Source: an optimization exercise on an open RTL-to-GDS flow (aim: a short achievable clock period and low power). Production flows keep margins and buffers that such runs may drop.
At most, simulation tests tie the RTL to the original design; equivalence was not proved.
Power figures rest on the tool's default switching activity, not on a simulated workload.

==> v26 <==
// bn_mac_unit
module bn_mac_unit (
	input wire aclk,
	input wire aresetn,
	input wire aclken,
	input wire bypass,
	input wire[1:0] bn_calfmt,
	input wire[4:0] fixed_point_quat_accrc,
	input wire[31:0] mac_cell_i_op_a,
	input wire[31:0] mac_cell_i_op_x,
	input wire[31:0] mac_cell_i_op_b,
	input wire mac_cell_i_is_a_eq_1,
	input wire mac_cell_i_is_b_eq_0,
	input wire[1:0] mac_cell_i_info_along,
	input wire mac_cell_i_vld,
	output wire[31:0] mac_cell_o_res,
	output wire[1:0] mac_cell_o_info_along,
	output wire mac_cell_o_vld
);
Settings: LEC_CHECK=0, ABC_AREA=1, CAP_MARGIN=20, CORE_MARGIN=2, CORE_UTILIZATION=40, CTS_BUF_LIST=sky130_fd_sc_hd__clkbuf_8, CTS_CLUSTER_DIAMETER=80, CTS_CLUSTER_SIZE=16, SETUP_SLACK_MARGIN=5, SLEW_MARGIN=20; clock period 9.0 ns.
run.sh (not shown) runs the stock make flow with config.mk's settings and CLKGATE_MAP_FILE= SYNTH_SCRIPT=/design/flow/synth_recipe.tcl, a recipe that flattens the netlist after the stock synthesis.
==> v22 (differences from v26) <==
CTS_BUF_LIST = sky130_fd_sc_hd__clkbuf_8 sky130_fd_sc_hd__clkbuf_16   (was sky130_fd_sc_hd__clkbuf_8)
CTS_CLUSTER_DIAMETER = 100   (was 80)
CTS_CLUSTER_SIZE = 25   (was 16)
==> comparison table <==
metric                                                                      v26             v22
Run status                                                       finished clean  finished clean
Ant. Diodes                                                                   3               0
Multi-input gate area in the final layout                           34,480 um^2     34,450 um^2
Clock-cell share                                                         2.130%          2.075%
Number of nets in the layout                                              7,768           7,733
CTS H-tree depth                                                              3               2
Final Total Pwr                                                        16.41 mW        16.40 mW
Routed vias/inst                                                          5.489           5.519
First-pass GRT wire length                                           320,000 um      318,000 um
Layout clock buffers                                                         81              51
Clock network fraction of design power                                    16.5%           16.4%
Minimum clock period                                                   4.062 ns        4.060 ns
CP peak stage delay                                                     0.41 ns         0.54 ns
Antenna violations before repair                                              7               9
Total routed wire length on the met1 layer                            84,770 um       84,610 um
Signal buffers                                                              322             317
Number of logic stages on the critical path including buffering              21              20
Cells on worst reg2reg path                                                  21              20
Number of fill cells                                                     16.26k          16.28k
WL final                                                             213,000 um      211,900 um
Power dissipated by switching net loads                                6.380 mW        6.323 mW

---

==> run a: inputs <==
Starting RTL as in the previous note.
clock: 9.0 ns
lec_check: 0
abc_clock_period_in_ps: 2500
cap_margin: 20
core_margin: 2
core_utilization: 40
cts_buf_list: sky130_fd_sc_hd__clkbuf_4 sky130_fd_sc_hd__clkbuf_8
cts_cluster_size: 20
setup_slack_margin: 5
slew_margin: 20
==> run b (differences from run a) <==
--- a/flow/design.v
+++ b/flow/design.v
@@ -3763,21 +3763,21 @@
 	reg[4:0] q_m;
 	always @(posedge aclk)
 	begin
 		fp_m <= (bn_calfmt == 2'b10) & (~bypass);
 		q_m <= fixed_point_quat_accrc;
 	end
-	reg[6:0] v;
+	reg[5:0] v;
 	always @(posedge aclk or negedge aresetn)
 	begin
 		if(~aresetn)
-			v <= 7'd0;
+			v <= 6'd0;
 		else if(aclken)
-			v <= {v[5:0], mac_cell_i_vld};
+			v <= {v[4:0], mac_cell_i_vld};
 	end
-	wire[6:0] en = {7{aclken}} & v;
+	wire[5:0] en = {6{aclken}} & v;
 	wire en_in = aclken & mac_cell_i_vld;
 	wire fp_in = (bn_calfmt == 2'b10) & (~bypass);
 	wire a1_in = mac_cell_i_is_a_eq_1 | bypass;
 	wire b0_in = mac_cell_i_is_b_eq_0 | bypass;
 	wire[31:0] ia = mac_cell_i_op_a;
 	wire[31:0] ix = mac_cell_i_op_x;
@@ -3835,162 +3835,168 @@
 		.neg(NEG0),
 		.s(tree_s),
 		.c(tree_c)
 	);
 	wire[7:0] b_exp0 = B0[30:23] + {6'b100000, B0[30:23] == 8'd0, B0[30:23] != 8'd0};
 	wire[24:0] b_f0 = ({25{B0[31]}} ^ {1'b0, B0[30:23] != 8'd0, B0[22:0]}) + B0[31];
-	reg[8:0] AXE1;  
-	reg[32:0] B1;  
-	reg a1_1, b0_1;
+	wire bz0 = B0[30:23] == 8'd0;
+	wire b255 = &B0[30:23];
+	wire[9:0] ed0 =
+		b255 ?
+			({AXE0[8], AXE0} + 10'd128):
+			({AXE0[8], AXE0} - {2'b00, B0[30:23]} + 10'd127 - {9'd0, bz0});
+	wire[9:0] edn0 =
+		b255 ?
+			(-10'd128 - {AXE0[8], AXE0}):
+			({2'b00, B0[30:23]} - {AXE0[8], AXE0} - 10'd127 + {9'd0, bz0});
+	wire gth0 = b0_0 | ((~ed0[9]) & (|ed0[8:0]));
+	wire[9:0] adiff0 = gth0 ? ed0:edn0;
+	reg[31:0] B1;  
+	reg gth1;  
+	reg[4:0] diff1;
+	reg big1;  
+	reg[8:0] E1;  
+	reg a1_1, nn1;  
 	reg[1:0] I1;
 	always @(posedge aclk)
 	begin
 		if(en[0])
 		begin
-			AXE1 <= AXE0;
-			B1 <= fp_m ? {b_exp0, b_f0}:{1'b0, B0};
+			B1 <= fp_m ? {{7{b_f0[24]}}, b_f0}:B0;
+			gth1 <= gth0;
+			diff1 <= adiff0[4:0];
+			big1 <= |adiff0[8:5];
+			E1 <= gth0 ? AXE0:{b_exp0[7], b_exp0};
 			a1_1 <= a1_0;
-			b0_1 <= b0_0;
+			nn1 <= a1_0 & b0_0;
 			I1 <= I0;
 		end
 	end
-	reg[63:0] RS2;
-	reg[63:0] RC2;
+	wire[31:0] b_q29 = {B1[24], B1[24:0], 6'd0};
+	wire[31:0] b_sh1 = $signed(b_q29) >>> diff1;
+	wire[31:0] b_al1 =
+		gth1 ?
+			(big1 ? 32'd0:b_sh1):
+			b_q29;
+	wire[32:0] p_lo1 = {1'b0, tree_s[31:0]} + {1'b0, tree_c[31:0]};
+	reg[31:0] RS2;
+	reg[31:0] RC2;
+	reg[32:0] PL2;  
 	reg[31:0] B2;  
-	reg gth2;  
-	reg[4:0] diff2;
-	reg big2;  
-	reg[8:0] E2;  
-	reg a1_2, nn2;  
+	reg[5:0] sh2;  
+	reg z2;  
+	reg[8:0] E2;
+	reg nn2;
 	reg[1:0] I2;
-	wire signed[9:0] ed1 = {AXE1[8], AXE1} - {{2{B1[32]}}, B1[32:25]};
-	wire gth1 = b0_1 | (~ed1[9] & (|ed1[8:0]));
-	wire[9:0] adiff1 = gth1 ? ed1:(-ed1);
 	always @(posedge aclk)
 	begin
 		if(en[1])
 		begin
-			RS2 <= tree_s;
-			RC2 <= tree_c;
-			B2 <= fp_m ? {{7{B1[24]}}, B1[24:0]}:B1[31:0];
-			gth2 <= gth1;
-			diff2 <= adiff1[4:0];
-			big2 <= |adiff1[8:5];
-			E2 <= gth1 ? AXE1:{B1[32], B1[32:25]};
-			a1_2 <= a1_1;
-			nn2 <= a1_1 & b0_1;
+			RS2 <= tree_s[63:32];
+			RC2 <= tree_c[63:32];
+			PL2 <= p_lo1;
+			B2 <= fp_m ? b_al1:B1;
+			sh2 <=
+				fp_m ?
+					(gth1 ? 6'd17:(6'd17 + {1'b0, diff1})):
+					(a1_1 ? 6'd0:{1'b0, q_m});
+			z2 <= fp_m & (~gth1) & big1;
+			E2 <= E1;
+			nn2 <= nn1;
 			I2 <= I1;
 		end
 	end
-	reg[63:0] P3;
-	reg[31:0] B3;  
-	reg[5:0] sh3;  
-	reg z3;  
+	wire[31:0] p_hi2 = RS2 + RC2 + {31'd0, PL2[32]};
+	wire[63:0] p2 = {p_hi2, PL2[31:0]};
+	wire[63:0] p_sh2 = $signed(p2) >>> sh2;
+	wire[31:0] p_ne2 = p2[62:31] ^ {32{p2[63]}};
+	wire[31:0] p_keep2 = {32{1'b1}} << sh2[4:0];
+	wire ovf2 = (~fp_m) & (|(p_ne2 & p_keep2));
+	reg[31:0] AX3;
+	reg ovf3;
+	reg ps3;  
+	reg[31:0] B3;
 	reg[8:0] E3;
 	reg nn3;
 	reg[1:0] I3;
-	wire[31:0] b_q29 = {B2[24], B2[24:0], 6'd0};
-	wire[31:0] b_sh2 = $signed(b_q29) >>> diff2;
-	wire[31:0] b_al2 =
-		gth2 ?
-			(big2 ? 32'd0:b_sh2):
-			b_q29;
 	always @(posedge aclk)
 	begin
 		if(en[2])
 		begin
-			P3 <= RS2 + RC2;
-			B3 <= fp_m ? b_al2:B2;
-			sh3 <=
-				fp_m ?
-					(gth2 ? 6'd17:(6'd17 + {1'b0, diff2})):
-					(a1_2 ? 6'd0:{1'b0, q_m});
-			z3 <= fp_m & (~gth2) & big2;
+			AX3 <= z2 ? 32'd0:p_sh2[31:0];
+			ovf3 <= ovf2;
+			ps3 <= p2[63];
+			B3 <= B2;
 			E3 <= E2;
 			nn3 <= nn2;
 			I3 <= I2;
 		end
 	end
-	reg[31:0] AX4;
-	reg[31:0] B4;
+	wire[32:0] sum3 = {AX3[31], AX3} + {B3[31], B3};
+	wire[32:0] bx3 = {1'b0, ~B3[31], B3[30:0]};
+	wire[32:0] sat_lo3 = {1'b1, ~B3[31], B3[30:0]};
+	wire[32:0] sat_hi3 = bx3 - 33'd1;
+	reg[32:0] SUM4;
 	reg[8:0] E4;
 	reg nn4;
 	reg[1:0] I4;
-	wire[63:0] p_sh3 = $signed(P3) >>> sh3;
-	wire[31:0] p_ne3 = P3[62:31] ^ {32{P3[63]}};
-	wire[31:0] p_keep3 = {32{1'b1}} << sh3[4:0];
-	wire ovf3 = |(p_ne3 & p_keep3);
-	wire[31:0] amx3 = ovf3 ? {P3[63], {31{~P3[63]}}}:p_sh3[31:0];
 	always @(posedge aclk)
 	begin
 		if(en[3])
 		begin
-			AX4 <= fp_m ? (z3 ? 32'd0:p_sh3[31:0]):amx3;
-			B4 <= B3;
+			SUM4 <= ovf3 ? (ps3 ? sat_lo3:sat_hi3):sum3;
 			E4 <= E3;
 			nn4 <= nn3;
 			I4 <= I3;
 		end
 	end
-	reg[32:0] SUM5;
-	reg[8:0] E5;
-	reg nn5;
+	wire[31:0] int_res4 =
+		{
+			SUM4[32],
+			{31{~(SUM4[32] & (~SUM4[31]))}} & ({31{(~SUM4[32]) & SUM4[31]}} | SUM4[30:0])
+		};
+	wire[31:0] lsd4 = SUM4[31:0] ^ {32{SUM4[32]}};
+	reg[4:0] j4;
+	integer k;
+	always @(*)
+	begin
+		j4 = 5'd31;
+		for(k = 31;k >= 0;k = k - 1)
+			if(lsd4[31 - k])
+				j4 = k;
+		if(nn4)
+			j4 = 5'd2;
+	end
+	wire[34:0] nml_ext4 = {SUM4[32], SUM4[32], SUM4} << j4;
+	wire[32:0] nml4 = nml_ext4[34:2];
+	reg NS5;  
+	reg[24:0] NM5;  
+	reg[9:0] PE5;  
 	reg[1:0] I5;
 	always @(posedge aclk)
 	begin
-		if(en[4])
+		if(en[4] & fp_m)
 		begin
-			SUM5 <= {AX4[31], AX4} + {B4[31], B4};
-			E5 <= E4;
-			nn5 <= nn4;
+			NS5 <= nml4[32];
+			NM5 <= nml4[30:6];
+			PE5 <= {E4[8], E4} + 10'd2 - {5'd0, j4};
 			I5 <= I4;
 		end
 	end
-	wire[31:0] int_res5 =
-		{
-			SUM5[32],
-			{31{~(SUM5[32] & (~SUM5[31]))}} & ({31{(~SUM5[32]) & SUM5[31]}} | SUM5[30:0])
-		};
-	wire[31:0] lsd5 = SUM5[31:0] ^ {32{SUM5[32]}};
-	reg[4:0] j5;
-	integer k;
-	always @(*)
-	begin
-		j5 = 5'd31;
-		for(k = 31;k >= 0;k = k - 1)
-			if(lsd5[31 - k])
-				j5 = k;
-		if(nn5)
-			j5 = 5'd2;
-	end
-	wire[34:0] nml_ext5 = {SUM5[32], SUM5[32], SUM5} << j5;
-	wire[32:0] nml5 = nml_ext5[34:2];
-	reg NS6;  
-	reg[24:0] NM6;  
-	reg[9:0] PE6;  
-	reg[1:0] I6;
-	always @(posedge aclk)
-	begin
-		if(en[5] & fp_m)
-		begin
-			NS6 <= nml5[32];
-			NM6 <= nml5[30:6];
-			PE6 <= {E5[8], E5} + 10'd2 - {5'd0, j5};
-			I6 <= I5;
-		end
-	end
-	wire uf6 =
-		($signed(PE6) < -10'sd126) |
-		(NM6[24:23] == 2'b00) | ((NM6[24:23] == 2'b11) & (|NM6[22:0]));
-	wire neg2_6 = NM6 == {2'b10, 23'd0};
-	wire[7:0] fe6 = uf6 ? 8'h00:(PE6[7:0] + (neg2_6 ? 8'd128:8'd127));
-	wire[22:0] fm6 = ({23{NS6}} ^ ((uf6 | neg2_6) ? 23'd0:NM6[22:0])) + NS6;
+	wire uf5 =
+		($signed(PE5) < -10'sd126) |
+		(NM5[24:23] == 2'b00) | ((NM5[24:23] == 2'b11) & (|NM5[22:0]));
+	wire neg2_5 = NM5 == {2'b10, 23'd0};
+	wire[7:0] fe_raw5 = PE5[7:0] + (neg2_5 ? 8'd128:8'd127);
+	wire[22:0] fm_raw5 = ({23{NS5}} ^ NM5[22:0]) + NS5;
+	wire[7:0] fe5 = uf5 ? 8'h00:fe_raw5;
+	wire[22:0] fm5 = (uf5 | neg2_5) ? 23'd0:fm_raw5;
 	reg[31:0] res_r;
 	reg[1:0] info_r;
 	reg vld_r;
-	wire out_vld = fp_m ? v[6]:v[5];
+	wire out_vld = fp_m ? v[5]:v[4];
 	assign mac_cell_o_res = res_r;
 	assign mac_cell_o_info_along = info_r;
 	assign mac_cell_o_vld = vld_r;
 	always @(posedge aclk or negedge aresetn)
 	begin
 		if(~aresetn)
@@ -3999,11 +4005,11 @@
 			vld_r <= out_vld;
 	end
 	always @(posedge aclk)
 	begin
 		if(aclken & out_vld)
 		begin
-			res_r <= fp_m ? {NS6, fe6, fm6}:int_res5;
-			info_r <= fp_m ? I6:I5;
+			res_r <= fp_m ? {NS5, fe5, fm5}:int_res4;
+			info_r <= fp_m ? I5:I4;
 		end
 	end
 endmodule
==> flow/flow/run.sh (new file) <==
#!/bin/bash
set -euo pipefail
bash standard.sh SETUP_SLACK_MARGIN=5.6 finish > standard_flow.log 2>&1
==> flow/standard.sh (new file) <==
#!/bin/bash
# synth_recipe.tcl (not shown) runs the flow's synth.tcl, then flattens the netlist and writes it again
# the make line also repeats each setting of config.mk as NAME=value (left out here)
make -C /OpenROAD-flow-scripts/flow DESIGN_CONFIG=/design/flow/config.mk WORK_HOME=/design/flow/orfs CLKGATE_MAP_FILE= SYNTH_SCRIPT=/design/flow/synth_recipe.tcl "${@:-finish}"
==> flow/config.mk (replaced) <==
export PLATFORM = sky130hd
export DESIGN_NAME = bn_mac_unit
export DESIGN_NICKNAME = bn_mac_unit
export VERILOG_FILES = /design/flow/design.v
export SDC_FILE = /design/flow/constraint.sdc
export NUM_CORES = 4
export LEC_CHECK = 0
export ABC_CLOCK_PERIOD_IN_PS = 2500
export CAP_MARGIN = 20
export CORE_MARGIN = 2
export CORE_UTILIZATION = 40
export SLEW_MARGIN = 20
removed: flow/run.sh
==> run c (differences from run a) <==
--- a/flow/design.v
+++ b/flow/design.v
@@ -3802,25 +3802,26 @@
 		end
 	end
 	wire[7:0] a_exp_in = a1_in ? 8'd0:(ia[30:23] + {6'b100000, ia[30:23] == 8'd0, ia[30:23] != 8'd0});
 	wire[7:0] x_exp_in = ix[30:23] + {6'b100000, ix[30:23] == 8'd0, ix[30:23] != 8'd0};
 	reg[31:0] A0;
 	reg[15:0] ONE0, TWO0, NEG0;
-	reg[8:0] AXE0;  
+	reg[7:0] AE0, XE0;  
 	reg[31:0] B0;
 	reg a1_0, b0_0;
 	reg[1:0] I0;
 	always @(posedge aclk)
 	begin
 		if(en_in)
 		begin
 			A0 <= op_a;
 			ONE0 <= bd_one;
 			TWO0 <= bd_two;
 			NEG0 <= bd_neg;
-			AXE0 <= {a_exp_in[7], a_exp_in} + {x_exp_in[7], x_exp_in};
+			AE0 <= a_exp_in;
+			XE0 <= x_exp_in;
 			B0 <= b0_in ? 32'd0:mac_cell_i_op_b;
 			a1_0 <= a1_in;
 			b0_0 <= b0_in;
 			I0 <= mac_cell_i_info_along;
 		end
 	end
@@ -3843,13 +3844,13 @@
 	reg a1_1, b0_1;
 	reg[1:0] I1;
 	always @(posedge aclk)
 	begin
 		if(en[0])
 		begin
-			AXE1 <= AXE0;
+			AXE1 <= {AE0[7], AE0} + {XE0[7], XE0};
 			B1 <= fp_m ? {b_exp0, b_f0}:{1'b0, B0};
 			a1_1 <= a1_0;
 			b0_1 <= b0_0;
 			I1 <= I0;
 		end
 	end
@@ -3929,21 +3930,21 @@
 			E4 <= E3;
 			nn4 <= nn3;
 			I4 <= I3;
 		end
 	end
 	reg[32:0] SUM5;
-	reg[8:0] E5;
+	reg[9:0] E5;  
 	reg nn5;
 	reg[1:0] I5;
 	always @(posedge aclk)
 	begin
 		if(en[4])
 		begin
 			SUM5 <= {AX4[31], AX4} + {B4[31], B4};
-			E5 <= E4;
+			E5 <= {E4[8], E4} + 10'd2;
 			nn5 <= nn4;
 			I5 <= I4;
 		end
 	end
 	wire[31:0] int_res5 =
 		{
@@ -3961,32 +3962,37 @@
 				j5 = k;
 		if(nn5)
 			j5 = 5'd2;
 	end
 	wire[34:0] nml_ext5 = {SUM5[32], SUM5[32], SUM5} << j5;
 	wire[32:0] nml5 = nml_ext5[34:2];
+	wire[9:0] e_ext5 = E5;
+	wire[5:0] pe_lo5 = {1'b0, e_ext5[4:0]} - {1'b0, j5};
+	wire[4:0] pe_hi5 = pe_lo5[5] ? (e_ext5[9:5] - 5'd1):e_ext5[9:5];
 	reg NS6;  
 	reg[24:0] NM6;  
 	reg[9:0] PE6;  
 	reg[1:0] I6;
 	always @(posedge aclk)
 	begin
 		if(en[5] & fp_m)
 		begin
 			NS6 <= nml5[32];
 			NM6 <= nml5[30:6];
-			PE6 <= {E5[8], E5} + 10'd2 - {5'd0, j5};
+			PE6 <= {pe_hi5, pe_lo5[4:0]};
 			I6 <= I5;
 		end
 	end
 	wire uf6 =
 		($signed(PE6) < -10'sd126) |
 		(NM6[24:23] == 2'b00) | ((NM6[24:23] == 2'b11) & (|NM6[22:0]));
 	wire neg2_6 = NM6 == {2'b10, 23'd0};
-	wire[7:0] fe6 = uf6 ? 8'h00:(PE6[7:0] + (neg2_6 ? 8'd128:8'd127));
-	wire[22:0] fm6 = ({23{NS6}} ^ ((uf6 | neg2_6) ? 23'd0:NM6[22:0])) + NS6;
+	wire[7:0] fe_raw6 = PE6[7:0] + (neg2_6 ? 8'd128:8'd127);
+	wire[22:0] fm_raw6 = ({23{NS6}} ^ NM6[22:0]) + NS6;
+	wire[7:0] fe6 = uf6 ? 8'h00:fe_raw6;
+	wire[22:0] fm6 = (uf6 | neg2_6) ? 23'd0:fm_raw6;
 	reg[31:0] res_r;
 	reg[1:0] info_r;
 	reg vld_r;
 	wire out_vld = fp_m ? v[6]:v[5];
 	assign mac_cell_o_res = res_r;
 	assign mac_cell_o_info_along = info_r;
==> flow/config.mk (replaced) <==
export PLATFORM = sky130hd
export DESIGN_NAME = bn_mac_unit
export DESIGN_NICKNAME = bn_mac_unit
export VERILOG_FILES = /design/flow/design.v
export SDC_FILE = /design/flow/constraint.sdc
export NUM_CORES = 4
export LEC_CHECK = 0
export ABC_AREA = 1
export CAP_MARGIN = 20
export CORE_MARGIN = 2
export CORE_UTILIZATION = 40
export CTS_BUF_LIST = sky130_fd_sc_hd__clkbuf_16
export CTS_CLUSTER_DIAMETER = 100
export CTS_CLUSTER_SIZE = 24
export SETUP_SLACK_MARGIN = 5
export SLEW_MARGIN = 20
==> run notes <==
metric                                                                  run c           run b       run a
Outcome                                              timing/DRC/antenna clean  timing/DRC/antenna clean  timing/DRC/antenna clean
Number of filler cells placed in the layout                            16,255          15,259      16,486
Met1 Wirelength                                                     83,100 um       89,400 um   89,300 um
Number of clock-tree buffers in the layout                                 55             111         217
Seq power                                                           0.00671 W       0.00622 W   0.00729 W
Gates resized, CTS repair                                                  38             675         111
R2r setup slk                                                         4980 ps         4380 ps     4860 ps
Worst endpoint data arrival time                                      4480 ps         5140 ps     4750 ps
Crit-path max FO                                                           21               3           9
FF+latch count                                                          1,009             862       1,001
Fin crit share                                                          0.447           0.513       0.459
Met2 routed WL                                                     100,000 um      108,000 um  103,000 um
Number of buffer and inverter stages on the critical path                   3               4           3
Fraction of post-synthesis cell area in the top cell type by area       0.430           0.373       0.417
Via density                                                              5.55            5.88        5.75
Share of total power in the clock network                               0.168           0.162       0.213
Fraction of layout instances using a drive strength above 1            0.0761           0.188       0.117
Leakage power                                                         31.2 nW         31.9 nW     31.1 nW
Critical path's slowest cell                                         clkinv_1            fa_1    edfxtp_1
Flop and latch count out of synthesis                                   1,009             862       1,001
Count of buffers added by post-CTS timing repair for setup                  9             203          43
Total number of vias                                                   51,649          53,174      52,372
Synth Area per Inst                                                 9.93 um^2       10.4 um^2   10.9 um^2
Crit Reg-Reg Startpoint                                               NEG0[2]  tree_u.r3_c884    SUM5[32]
Worst slew margin relative to its limit                                 0.230           0.289       0.145
Number of iterations in the first detailed-routing pass                     8               9           7
No functional check of the RTL was part of run b and run c.

[separate check: timing with driven ports]
No port has a modelled driver above. Below, the same layouts with a new extraction and two added sets of constraints.
Step 1 (the two cells are an assumption about what drives the block):
set clk [get_ports {aclk}]
set_driving_cell -lib_cell sky130_fd_sc_hd__clkbuf_16 $clk
set_driving_cell -lib_cell sky130_fd_sc_hd__buf_2 [delete_from_list [all_inputs] $clk]
Step 2 also shifts input and output timing later by t, the mid clock arrival at the registers, as if the neighbouring blocks saw the same clock.
a / b / c = ideal / step 1 / step 2; a / b = the first two.
| run | shift t [ns] | slack for setup (ns) | worst setup path after step 2 | latest minus earliest clock arrival (ns) | slew at the worst register clock pin (ns) |
|---|---|---|---|---|---|
| v26 | 0.930 | 4.938 / 4.938 / 4.363 | input to register | 0.089 / 0.089 | 0.12 / 0.12 |
| v22 | 0.761 | 4.940 / 4.940 / 4.430 | input to register | 0.102 / 0.102 | 0.11 / 0.11 |
| run a | 0.973 | 4.865 / 4.865 / 4.072 | input to register | 0.084 / 0.083 | 0.07 / 0.07 |
| run b | 0.836 | 4.379 / 4.379 / 4.379 | register to register | 0.056 / 0.056 | 0.07 / 0.07 |
| run c | 0.790 | 4.980 / 4.980 / 4.317 | input to register | 0.093 / 0.094 | 0.11 / 0.11 |
After both steps setup and hold are still met in every run listed. The setup slack of run a, which loses most, moves by 0.000 ns with the drivers and by -0.793 ns with both steps.
